This is an optimization exercise on Yosys and OpenROAD, whose aim is small area, not a production implementation. Where RTL was checked, it was by simulation tests only, not by an equivalence proof against the original. No functional check of the RTL was part of run 1. No activity file was given, so power comes from the tool's default toggle rates.

## design/flow/design.v

```verilog
module vga_sync(clk, rst, pixel_tick, pixel_x, pixel_y, hsync, vsync,
                video_on, hvis, refr_tick, refr_win);
    input            clk, rst;
    output reg [9:0] pixel_x, pixel_y;
    output           pixel_tick, hsync, vsync, video_on, hvis;
    output           refr_tick, refr_win;
    reg  [1:0] cnt;
    reg        hsync_r, vsync_r;    
    wire [11:0] h = {pixel_x, cnt};
    wire [12:0] hc;
    wire [10:0] vc;
    assign hc[0] = 1'b1;
    genvar i;
    generate
        for (i = 0; i < 12; i = i + 1) begin : hcarry
            assign hc[i+1] = hc[i] & h[i];
        end
    endgenerate
    assign pixel_tick = hc[2];
    wire line_end  = hc[7] & h[11] & h[10];           
    wire v_end     = pixel_y[9] & pixel_y[3] & pixel_y[2];
    wire h_clr     = rst | line_end;
    wire v_clr     = rst | (line_end & v_end);
    assign vc[0] = line_end;
    generate
        for (i = 0; i < 10; i = i + 1) begin : vcarry
            assign vc[i+1] = vc[i] & pixel_y[i];
        end
    endgenerate
    wire [11:0] h_next = (h ^ hc[11:0]) & {12{~h_clr}};
    wire [9:0]  v_next = (pixel_y ^ vc[9:0]) & {10{~v_clr}};
    always @(posedge clk) begin
        {pixel_x, cnt} <= h_next;
        pixel_y <= v_next;
    end
    always @(posedge clk, posedge rst)
        if (rst) begin
            hsync_r <= 1'b1;
            vsync_r <= 1'b1;
        end else begin
            hsync_r <= ~(pixel_x[9] & ~pixel_x[8] & pixel_x[7] &
                         (|pixel_x[6:4]) & ~(&pixel_x[6:4]));
            vsync_r <= ~((&pixel_y[8:5]) & ~pixel_y[4] & pixel_y[3] &
                         ~pixel_y[2] & pixel_y[1]);
        end
    assign hsync = hsync_r;
    assign vsync = vsync_r;
    assign hvis      = ~(pixel_x[9] & (pixel_x[8] | pixel_x[7]));    
    assign video_on  = hvis & ~(pixel_y[9] | (&pixel_y[8:5]));       
    assign refr_win  = (&pixel_y[8:5]) & (pixel_y[4:0] == 5'd1) &
                       (pixel_x[9:1] == 9'd0);
    assign refr_tick = refr_win & ~pixel_x[0];
endmodule
module animated_graphics(clk, rst, btn, pixel_tick, video_on, hvis, refr_tick,
                         refr_win, pixel_x, pixel_y, rgb);
    input        clk, rst, pixel_tick, video_on, hvis, refr_tick, refr_win;
    input  [1:0] btn;
    input  [9:0] pixel_x, pixel_y;
    output [11:0] rgb;
    reg  [8:0] pad;       
    reg  [8:0] bx;        
    reg  [7:0] by;        
    reg        dx, dy;    
    reg        ball_x2;   
    reg  [1:0] col;       
    genvar i;
    reg         upd_win;
    always @(posedge clk)
        upd_win <= refr_win;
    wire [9:0]  cmp_y = upd_win ? {1'b0, by, 1'b0} : pixel_y;
    wire [9:0]  pad_n = {1'b1, ~pad};
    wire [10:0] sc;                   
    wire [9:0]  pd;                   
    assign sc[0] = 1'b1;
    generate
        for (i = 0; i < 10; i = i + 1) begin : sub
            assign pd[i]   = cmp_y[i] ^ pad_n[i] ^ sc[i];
            assign sc[i+1] = (cmp_y[i] & pad_n[i]) | (cmp_y[i] & sc[i]) |
                             (pad_n[i] & sc[i]);
        end
    endgenerate
    wire pad_y_on = sc[10] & ~(|pd[9:7]) & ~(pd[6] & (|pd[5:3]));    
    wire vov = pad_y_on | (~sc[10] & (&pd[9:3]) & (|pd[2:0]));       
    wire pad_max = pad[8] & pad[7] & pad[4] & pad[0];    
    wire pad_min = ~(|pad[8:2]);                         
    wire p_dn = btn[1] & ~pad_max;
    wire p_up = ~p_dn & btn[0] & ~pad_min;
    wire p_mv = refr_tick & (p_dn | p_up);
    wire [7:0] pt;
    assign pt[0] = p_mv & (p_dn ? (|pad[1:0]) : ~(&pad[1:0]));
    generate
        for (i = 0; i < 7; i = i + 1) begin : pcarry
            assign pt[i+1] = pt[i] & (pad[i+2] ^ p_up);
        end
    endgenerate
    wire [8:0] pad_next = {pad[8:2] ^ pt[6:0],
                           pad[1] ^ (p_mv & (pad[0] ^ p_dn)),
                           pad[0] ^ p_mv};
    wire [9:0] xt, yt;
    assign xt[0] = refr_tick;
    assign yt[0] = refr_tick;
    generate
        for (i = 0; i < 9; i = i + 1) begin : xcarry
            assign xt[i+1] = xt[i] & (bx[i] ^ dx);
        end
        for (i = 0; i < 8; i = i + 1) begin : ycarry
            assign yt[i+1] = yt[i] & (by[i] ^ dy);
        end
    endgenerate
    wire [8:0] bx_next = bx ^ xt[8:0];
    wire [7:0] by_next = by ^ yt[7:0];
    wire ball_x_eq = pixel_x[9:2] == bx[8:1];
    wire ball_x_on = ball_x_eq | ball_x2;
    wire ball_y_on = pixel_y[8:3] == by[7:2];
    wire [2:0] rrow = pixel_y[2:0];
    wire [2:0] rcol = {ball_x2, pixel_x[1:0]};
    wire [1:0] fr = rrow[1:0] ^ {2{rrow[2]}};
    wire [1:0] fc = rcol[1:0] ^ {2{rcol[2]}};
    wire ball_off = (fr == 2'd0 & ~fc[1]) | (fr == 2'd1 & fc == 2'd0);
    wire ball_on = ball_x_on & ball_y_on & ~ball_off;
    wire wall_on  = pixel_x[9:2] == 8'd8;       
    wire padx_on  = pixel_x[9:2] == 8'd150;     
    wire blue = wall_on | (padx_on & pad_y_on);
    wire pink = ~blue & ball_on;
    wire ytop = (by == 8'd0);
    wire ybot = by[7] & by[6] & by[5] & by[3] & by[2] & (by[1] | by[0]);
    wire xwall = (bx <= 9'd17);
    wire xpad  = (bx == 9'd297) | (bx == 9'd298);
    always @(posedge clk, posedge rst)
        if (rst) begin
            pad <= 9'd0;
            bx  <= 9'd0;
            by  <= 8'd0;
            dx <= 1'b0;
            dy <= 1'b0;
            ball_x2 <= 1'b0;
        end else begin
            pad <= pad_next;
            bx  <= bx_next;
            by  <= by_next;
            if (~upd_win)
                ;
            else if (ytop)
                dy <= 1'b0;
            else if (ybot)
                dy <= 1'b1;
            else if (xwall)
                dx <= 1'b0;
            else if (xpad & vov)
                dx <= 1'b1;
            if (pixel_tick & pixel_x[1] & pixel_x[0])
                ball_x2 <= ball_x_eq & hvis;
        end
    always @(posedge clk)
        if (pixel_tick)
            col <= video_on ? {~pink, blue | pink} : 2'b00;
    wire is_pink = col[0] & ~col[1];
    wire is_blue = col[0] & col[1];
    assign rgb = {{4{is_pink}}, {2{is_blue}}, {2{is_pink}},
                  col[0], is_blue, col[1], col[0] | col[1]};
endmodule
module pong_animated_top(clk, rst, btn, hsync, vsync, rgb);
    input  clk, rst;
    input  [1:0] btn;
    output hsync, vsync;
    output [11:0] rgb;
    wire [9:0] pixel_x, pixel_y;
    wire       pixel_tick, video_on, hvis, refr_tick, refr_win;
    vga_sync vsync_unit
        (.clk(clk), .rst(rst), .pixel_tick(pixel_tick),
         .pixel_x(pixel_x), .pixel_y(pixel_y),
         .hsync(hsync), .vsync(vsync), .video_on(video_on), .hvis(hvis),
         .refr_tick(refr_tick), .refr_win(refr_win));
    animated_graphics gfx
        (.clk(clk), .rst(rst), .btn(btn), .pixel_tick(pixel_tick),
         .video_on(video_on), .hvis(hvis), .refr_tick(refr_tick),
         .refr_win(refr_win), .pixel_x(pixel_x), .pixel_y(pixel_y),
         .rgb(rgb));
endmodule
```

## design/flow/run.sh

```bash
#!/bin/bash
# synth_recipe.tcl (not shown) runs the flow's synth.tcl, then flattens the netlist and writes it again
# the make line also repeats each setting of config.mk as NAME=value (left out here)
make -C /OpenROAD-flow-scripts/flow DESIGN_CONFIG=/design/flow/config.mk WORK_HOME=/design/flow/orfs CLKGATE_MAP_FILE= SYNTH_SCRIPT=/design/flow/synth_recipe.tcl finish
```

## design/flow/config.mk

```make
export PLATFORM = sky130hd
export DESIGN_NAME = pong_animated_top
export DESIGN_NICKNAME = pong_animated_top
export VERILOG_FILES = /design/flow/design.v
export SDC_FILE = /design/flow/constraint.sdc
export NUM_CORES = 4
export LEC_CHECK = 0
export CAP_MARGIN = 20
export CORE_MARGIN = 2
export CORE_UTILIZATION = 40
export SLEW_MARGIN = 20
```

## design/flow/constraint.sdc

```tcl
create_clock -name core_clock -period 5.0 [get_ports {clk}]
set_input_delay 1.0000 -clock core_clock [delete_from_list [all_inputs] [get_ports {clk}]]
set_output_delay 1.0000 -clock core_clock [all_outputs]
set_load 0.01 [all_outputs]
```

==> results of run 1 <==
-- state kept, by name, summed over array words and instances, names as in the netlist --
name,count
vsync_unit.pixel_x,10
vsync_unit.pixel_y,10
gfx.by,8
gfx.dy,1
gfx.dx,1
gfx.bx,9
gfx.ball_x2,1
vsync_unit.cnt,2
gfx.pad,9
vsync_unit.vsync_r,1
gfx.upd_win,1
gfx.col,2
vsync_unit.hsync_r,1
-- synth_stat cells, types with 4 or more instances --
cell       number  area, um2
inv_1           9       33.8
xnor2_1        34        298
nand2_1        26       97.6
o21ai_0        10       50.1
nand4_1         7       43.8
nand3_1        10       50.1
nor3_1         11       55.1
clkbuf_1       15       56.3
and2_1         22        138
mux2_2          6       67.6
a21oi_1         8       40.0
fa_1            8        160
dfrtp_1        29        726
ha_1           21        263
dfxtp_1        23        460
nor4b_1         4       35.0
o2111ai_1       4       35.0
mux2i_1         5       50.1
xor2_1         17        149
nand2b_1        4       25.0
buf_4           9       67.6
nor2_1         17       63.8
-- path summary, 6_finish.rpt --
check                                          endpoint  slack, ns                      start
hold reg to reg               vsync_unit.cnt[0]$_DFF_P_       0.44  vsync_unit.cnt[0]$_DFF_P_
max in group asynchronous  vsync_unit.hsync_r$_DFF_PP1_       3.42                        rst
setup / recovery                     gfx.dx$_DFFE_PP0P_       0.07        gfx.upd_win$_DFF_P_
min in group asynchronous           gfx.by[6]$_DFF_PP0_       1.25                        rst
setup reg to reg                     gfx.dx$_DFFE_PP0P_       0.07        gfx.upd_win$_DFF_P_
hold / removal                vsync_unit.cnt[0]$_DFF_P_       0.44  vsync_unit.cnt[0]$_DFF_P_
-- worst reg2reg max path, delay by kind of cell (launching register included) --
family	cells	cell delay (ns)
flip-flops	1	0.39
AO/OA/AOI/OAI	4	1.05
adder cells (fa/ha/maj)	9	2.90
multiplexers	1	0.23
buffers and inverters	2	0.12
AND/OR/NAND/NOR	1	0.18
-- per-layer routing --
metal	up-vias	wire (um)	global-route usage
li1	1233	-	-
met1	1254	3330	0.207
met2	36	3490	0.271
met3	4	133	0.0194
met4	0	43	0.0331
met5	-	0	0
-- metrics by stage --
| stage | utilization | power [uW] |
|---|---|---|
| 3_3_place_gp | 0.439 | 490 |
| 3_5_place_dp | 0.439 | 490 |
| 2_1_floorplan | - | 479 |
| 6_report | 0.459 | 790 |
| 4_1_cts | 0.454 | 799 |
| 5_1_grt | 0.459 | 816 |
-- logic make-up after synthesis --
| group | count (synthesis) | share of synthesized area |
|---|---|---|
| mux | 11 | 0.0336 |
| xor+xnor | 51 | 0.128 |
| fa+ha+maj | 29 | 0.121 |
| flops | 56 | 0.371 |
| simple gates | 123 | 0.202 |
| buf+inv | 36 | 0.0493 |
| compound gates | 44 | 0.0961 |
-- cell type report --
class                   count  area (um2)  share of cell area
multi-input cells         258        2100               0.533
flip-flops and latches     56        1300               0.330
repair buffers             29         260              0.0660
well taps                 108         135              0.0343
clock buffers               6        72.6              0.0184
clock inverters             2        38.8             0.00984
inverters                   9        33.8             0.00857
-- report_power, final --
group	switching, uW	internal (uW)	total [uW]
sequential	1.57	454	456
combinational	14.7	9.09	23.8
clock	158	152	310
total	175	615	790
-- what timing repair did --
item,in CTS,in global routing
endpoints found under the setup margin,1,3
resized for setup,4,9
setup buffers,1,0
pin swaps,1,13
hold buffers,0,0
==> flow_summary.ini, run 1 <==
[cts]
clkLatencyLatePin_ns = 0.31
clock_sinks = 56
cts_tree = built
cts_max_level = 2
clk_pin_slew_ns = 0.11
cts_buffer_depth = 2
numCtsBuffers = 5
clockRootBuffer = clkbuf_8

[grt]
grt_pass1_vias = 2579
grt_use_total = 0.155
antenna_found_initial = 0
grt_pass1_wl_um = 12300
gr-total-overflow = 0
grt_max_degree = 32

[worst_setup_path]
reg2reg_depth = 17
crit_top_cell = fa_2
critPathArrivalTime_ns = 5.16
worstSetupPathType = reg -> reg
slowest_delay_ns = 0.41
cp.required_ns = 5.23
end_kind = flop
start_kind = flop
crit_buf_inv = 2
cp_max_fo = 4
path_cells = mux2i_4 -> fa_2 -> fa_2 -> inv_2 -> fa_2 -> fa_2 -> fa_2 -> fa_2 -> fa_2 -> fa_2 -> inv_2 -> ha_4 -> nand4b_1 -> a311o_1 -> a2111oi_2 -> a41oi_1 -> a41oi_1
worst_path_dominant_cell_family = adder cells
critical_path_depth = 17
critical_path.slowest_cell = fa_2

[pwr]
leakage_uw = 0.00167
vdd.ir_drop.worst_uv = 97.2
p_per_area_nw_per_um2 = 200

[timing]
fin_crit_sh = 0.987
slew_viol_final = 0
setup_viol = 0
skew_ns = 0.0109
tightest_slew_ns = 0.851
slew_headroom = 0.430
fin_tns_setup_ns = 0
whs_ns = 0.443
rsz0062_at_grt = yes
hold_viol = 0
max_freq_mhz = 203
period_needed_ns = 4.93
fin_ws_ns = 0.0659

[yosys]
yosys_register_bits = 56
netlist_area_um2 = 3500
netlist_instances = 350
ys_seq_area_frac = 0.371
yosys_most_used_dff = dfrtp_1
async_flop_share = 0.554
yosysUniqueCellTypes = 57
yosys_warnings = 2
synth-edff-count = 2
syn-num-nets = 383
postSynthAreaPerCell_um2 = 10.0

[placement]
dpl_cell_area_um2 = 3770
finalWeightedCongestion = 0.776
portBuffers = 17
hpwlAfterDp_um = 5160
dp.cells = 459
pre_cts_ws_ns = -0.0464

[floorplanning]
ios = 18
rows = 34
core_um2 = 8590
dieArea_um2 = 9520
initial_core_util = 0.407
die_w_um = 97.6
die_y_um = 97.6

[detailed_routing]
vias = 2527
drcViolationCount = 0
routedWlPerCell_um = 15.0
drt_first_iter_violations = 61
viasPerCell = 5.40
wl_um = 7000
drt.antenna.violating_nets = 0
drt_pass1_iterations = 4

[flow_run]
max-cap-violations = 0

[cells_and_area]
design_area_um2 = 3940
diodes = 0
drive_above_1_share = 0.142
final_common_cell = xnor2_1
layout_common_cells = xnor2_1 (34), dfrtp_1 (29), nand2_1 (26), and2_1 (22), dfxtp_1 (22)
fillerInstances = 837
synthToLayoutAreaGrowth_pct = 12.7
nets = 392
instances_no_fill = 468

[worst_hold_path]
hold_class = reg -> reg
worstHoldPathCells = 1

[status]
status = timing/DRC/antenna clean
==> run 2, diff against run 1 <==
--- a/design/flow/design.v
+++ b/design/flow/design.v
@@ -68,11 +68,11 @@
     always @(posedge clk)
         upd_win <= refr_win;
-    wire [9:0]  cmp_y = upd_win ? {1'b0, by, 1'b0} : pixel_y;
-    wire [9:0]  pad_n = {1'b1, ~pad};
-    wire [10:0] sc;                   
-    wire [9:0]  pd;                   
+    wire [8:0]  cmp_y = upd_win ? {by, 1'b0} : pixel_y[8:0];
+    wire [8:0]  pad_n = ~pad;
+    wire [9:0]  sc;                   
+    wire [8:0]  pd;                   
     assign sc[0] = 1'b1;
     generate
-        for (i = 0; i < 10; i = i + 1) begin : sub
+        for (i = 0; i < 9; i = i + 1) begin : sub
             assign pd[i]   = cmp_y[i] ^ pad_n[i] ^ sc[i];
             assign sc[i+1] = (cmp_y[i] & pad_n[i]) | (cmp_y[i] & sc[i]) |
@@ -80,6 +80,6 @@
         end
     endgenerate
-    wire pad_y_on = sc[10] & ~(|pd[9:7]) & ~(pd[6] & (|pd[5:3]));    
-    wire vov = pad_y_on | (~sc[10] & (&pd[9:3]) & (|pd[2:0]));       
+    wire pad_y_on = sc[9] & ~(|pd[8:7]) & ~(pd[6] & (|pd[5:3]));    
+    wire vov = pad_y_on | (~sc[9] & (&pd[8:3]) & (|pd[2:0]));       
     wire pad_max = pad[8] & pad[7] & pad[4] & pad[0];    
     wire pad_min = ~(|pad[8:2]);                         
==> run 2 against run 1 <==
Against the previous run:
- critical endpoint is now gfx.col[0]$_SDFFCE_PN0P_
- via count is 1.9% lower
- hold slack worse by 0.0055 ns
- global-route usage is 0.17 points lower
- total power is 6.6% lower
- register-to-register slack better by 0.41 ns
- highest routed layer unchanged
- clock power is 17% lower
==> flow_summary.ini, run 2 <==
[floorplanning]
ios = 18
core_um2 = 8640
initial_core_util = 0.409
die_y_um = 98.0
dieArea_um2 = 9600
die_w_um = 98.0
rows = 34

[cts]
postCtsSetupBuffers = 0
cts_buffer_depth = 2
hold_buffers = 0
clockRootBuffer = clkbuf_8
clock_sinks = 56
clkLatencyLatePin_ns = 0.32
cts_tree = built
cts_max_level = 2
numCtsBuffers = 5
post_cts_resized = 0
clk_pin_slew_ns = 0.11

[placement]
hpwlAfterDp_um = 5230
portBuffers = 17
finalWeightedCongestion = 0.872
dpl_cell_area_um2 = 3710
dp.cells = 459

[cells_and_area]
design_area_um2 = 3800
final_common_cell = xor2_1
nets = 390
instances_no_fill = 467
synthToLayoutAreaGrowth_pct = 7.58
layout_common_cells = xor2_1 (30), dfrtp_1 (29), nand2_1 (23), xnor2_1 (23), dfxtp_1 (23)
fillerInstances = 851
diodes = 0
drive_above_1_share = 0.0808

[grt]
antenna_found_initial = 0
gr-total-overflow = 0
grt_pass1_vias = 2433
use_met3 = 0.0208
gr-usage-met2 = 0.242
grt_use_total = 0.154
grt_max_degree = 22
top_usage_layer = met2
grtUsageMet1 = 0.221
grt_pass1_wl_um = 12100

[pwr]
combPwrFrac = 0.032
power_switching_uw = 174
p_int_uw = 563
p_seq_frac = 0.619
total_power_uw = 737
clkPwrFrac = 0.348
leakage_uw = 0.00175
vdd.ir_drop.worst_uv = 125
p_sw_frac = 0.236
p_per_area_nw_per_um2 = 194

[yosys]
ys_seq_area_frac = 0.367
synth_common_cells = xor2_1 (30), dfrtp_1 (29), dfxtp_1 (23), nand2_1 (23), xnor2_1 (23)
ys_top_cells_by_area = dfrtp_1 (21%), dfxtp_1 (13%), xor2_1 (7.4%)
yosysUniqueCellTypes = 60
synth-edff-count = 2
yosys_warnings = 2
yosys_most_used_dff = dfrtp_1
syn-num-nets = 390
yosys_register_bits = 56
async_flop_share = 0.554
postSynthAreaPerCell_um2 = 9.87
synth_most_common_cell = xor2_1
synth_top_cell_area_share = 0.205
synth_area_leader_cell = dfrtp_1
netlist_instances = 358
netlist_area_um2 = 3530

[worst_setup_path]
start_kind = flop
critical_path.slowest_cell = fa_1
cp_max_fo = 8
path_cells = mux2i_1 -> fa_1 -> fa_1 -> inv_1 -> fa_1 -> fa_1 -> fa_1 -> fa_1 -> fa_1 -> fa_1 -> nor2_1 -> nand3_1 -> o32ai_1 -> o21a_1
worstSetupPathType = reg -> reg
worst_path_dominant_cell_family = adder cells
end_kind = flop
cp.required_ns = 5.09
crit_buf_inv = 1
critPathArrivalTime_ns = 4.61
slowest_delay_ns = 0.54
crit_top_cell = fa_1
reg2reg_slack_ns = 0.48

[detailed_routing]
drt_pass1_iterations = 4
wl_um = 6940
routedWlPerCell_um = 14.9
viasPerCell = 5.31
drt.antenna.violating_nets = 0
drcViolationCount = 0
vias = 2478
drt_first_iter_violations = 114

[timing]
fin_crit_sh = 0.904
period_needed_ns = 4.52
max_freq_mhz = 221
slew_viol_final = 0
slew_headroom = 0.375
whs_ns = 0.437
fin_tns_setup_ns = 0
hold_viol = 0
setup_viol = 0
skew_ns = 0.00978
rsz0062_at_grt = no
tightest_slew_ns = 0.928

[status]
status = timing/DRC/antenna clean

[worst_hold_path]
hold_class = reg -> reg

[flow_run]
max-cap-violations = 0
-- run 2: cell types whose count changed after synthesis, sizes merged, moves of 3 or more --
cell	before	now
o2111ai	4	0
xor2	17	30
nor4	4	7
clkbuf	17	13
and3	2	5
o22ai	0	3
nand3	10	16
xnor2	34	23
buf	10	14
o21a	0	3
nand2	26	23
-- run 2: power by group through the flow --
| stage | clock network [uW] | logic [uW] | registers [uW] |
|---|---|---|---|
| 2_1_floorplan | 0 | 13.8 | 466 |
| 3_3_place_gp | 0 | 24.2 | 466 |
| 3_5_place_dp | 0 | 24.6 | 466 |
| 4_1_cts | 265 | 24.7 | 457 |
| 5_1_grt | 281 | 27.0 | 457 |
| 6_report | 257 | 23.8 | 457 |
-- run 2: metal layers --
layer | part of all wire | vias up
li1 | - | 1236
met1 | 0.49 | 1197
met2 | 0.47 | 40
met3 | 0.029 | 5
met4 | 0.010 | 0
met5 | 0 | -
-- run 2: metrics by stage --
step,worst slack (ns),utilization
after floorplan,0.361,-
after global placement,0.555,0.430
after detailed placement,0.449,0.430
after CTS,0.461,0.440
after global routing,0.158,0.440
final,0.481,0.440
-- run 2: cells by family (layout without fill, tap and decap cells) --
logic type / Yosys count / after routing / share of synthesized area
mux: 12 / 12 / 0.0361
simple gates: 135 / 135 / 0.222
flops: 56 / 56 / 0.367
compound gates: 36 / 36 / 0.0726
fa+ha+maj: 28 / 28 / 0.116
xor+xnor: 53 / 53 / 0.131
buf+inv: 38 / 39 / 0.0549
-- run 2: final timing paths --
check | start | end | depth (start not counted)
hold / removal | vsync_unit.cnt[0]$_DFF_P_ | vsync_unit.cnt[0]$_DFF_P_ | 1
setup reg to reg | gfx.by[0]$_DFF_PP0_ | gfx.col[0]$_SDFFCE_PN0P_ | 14
max in group asynchronous | rst | vsync_unit.vsync_r$_DFF_PP1_ | 3
min in group asynchronous | rst | gfx.ball_x2$_DFFE_PP0P_ | 2
hold reg to reg | vsync_unit.cnt[0]$_DFF_P_ | vsync_unit.cnt[0]$_DFF_P_ | 1
setup / recovery | gfx.by[0]$_DFF_PP0_ | gfx.col[0]$_SDFFCE_PN0P_ | 14
-- run 2: area by class of cell --
type	count	area (um2)	area share
clock inverters	3	23.8	0.00625
flip-flops and latches	56	1300	0.342
well taps	108	135	0.0355
repair buffers	20	193	0.0507
inverters	11	41.3	0.0109
clock buffers	5	68.8	0.0181
multi-input cells	264	2040	0.537

port drivers added, routing unchanged:
How much do the figures lean on ideal ports? The routed layouts below were timed once more, with nothing changed but the port constraints.
Step 1, drivers: a clkbuf_16 drives clk and a buf_2 each remaining input, both assumed.
Step 2 moves the port delays by t, midway between the first and last clock arrival at a register: inputs arrive t later, outputs are due t later. That takes back most of the time a late clock gives input paths.
Slacks: ideal ports / drivers / drivers and shift; pairs: ideal ports / drivers.
run	t (ns)	slack for setup (ns)	clock arrival spread, ns
run 1	0.336	0.066 / 0.066 / 0.066	0.010 / 0.011
run 2	0.342	0.481 / 0.481 / 0.481	0.010 / 0.010
After both steps setup and hold are still met in every run listed.
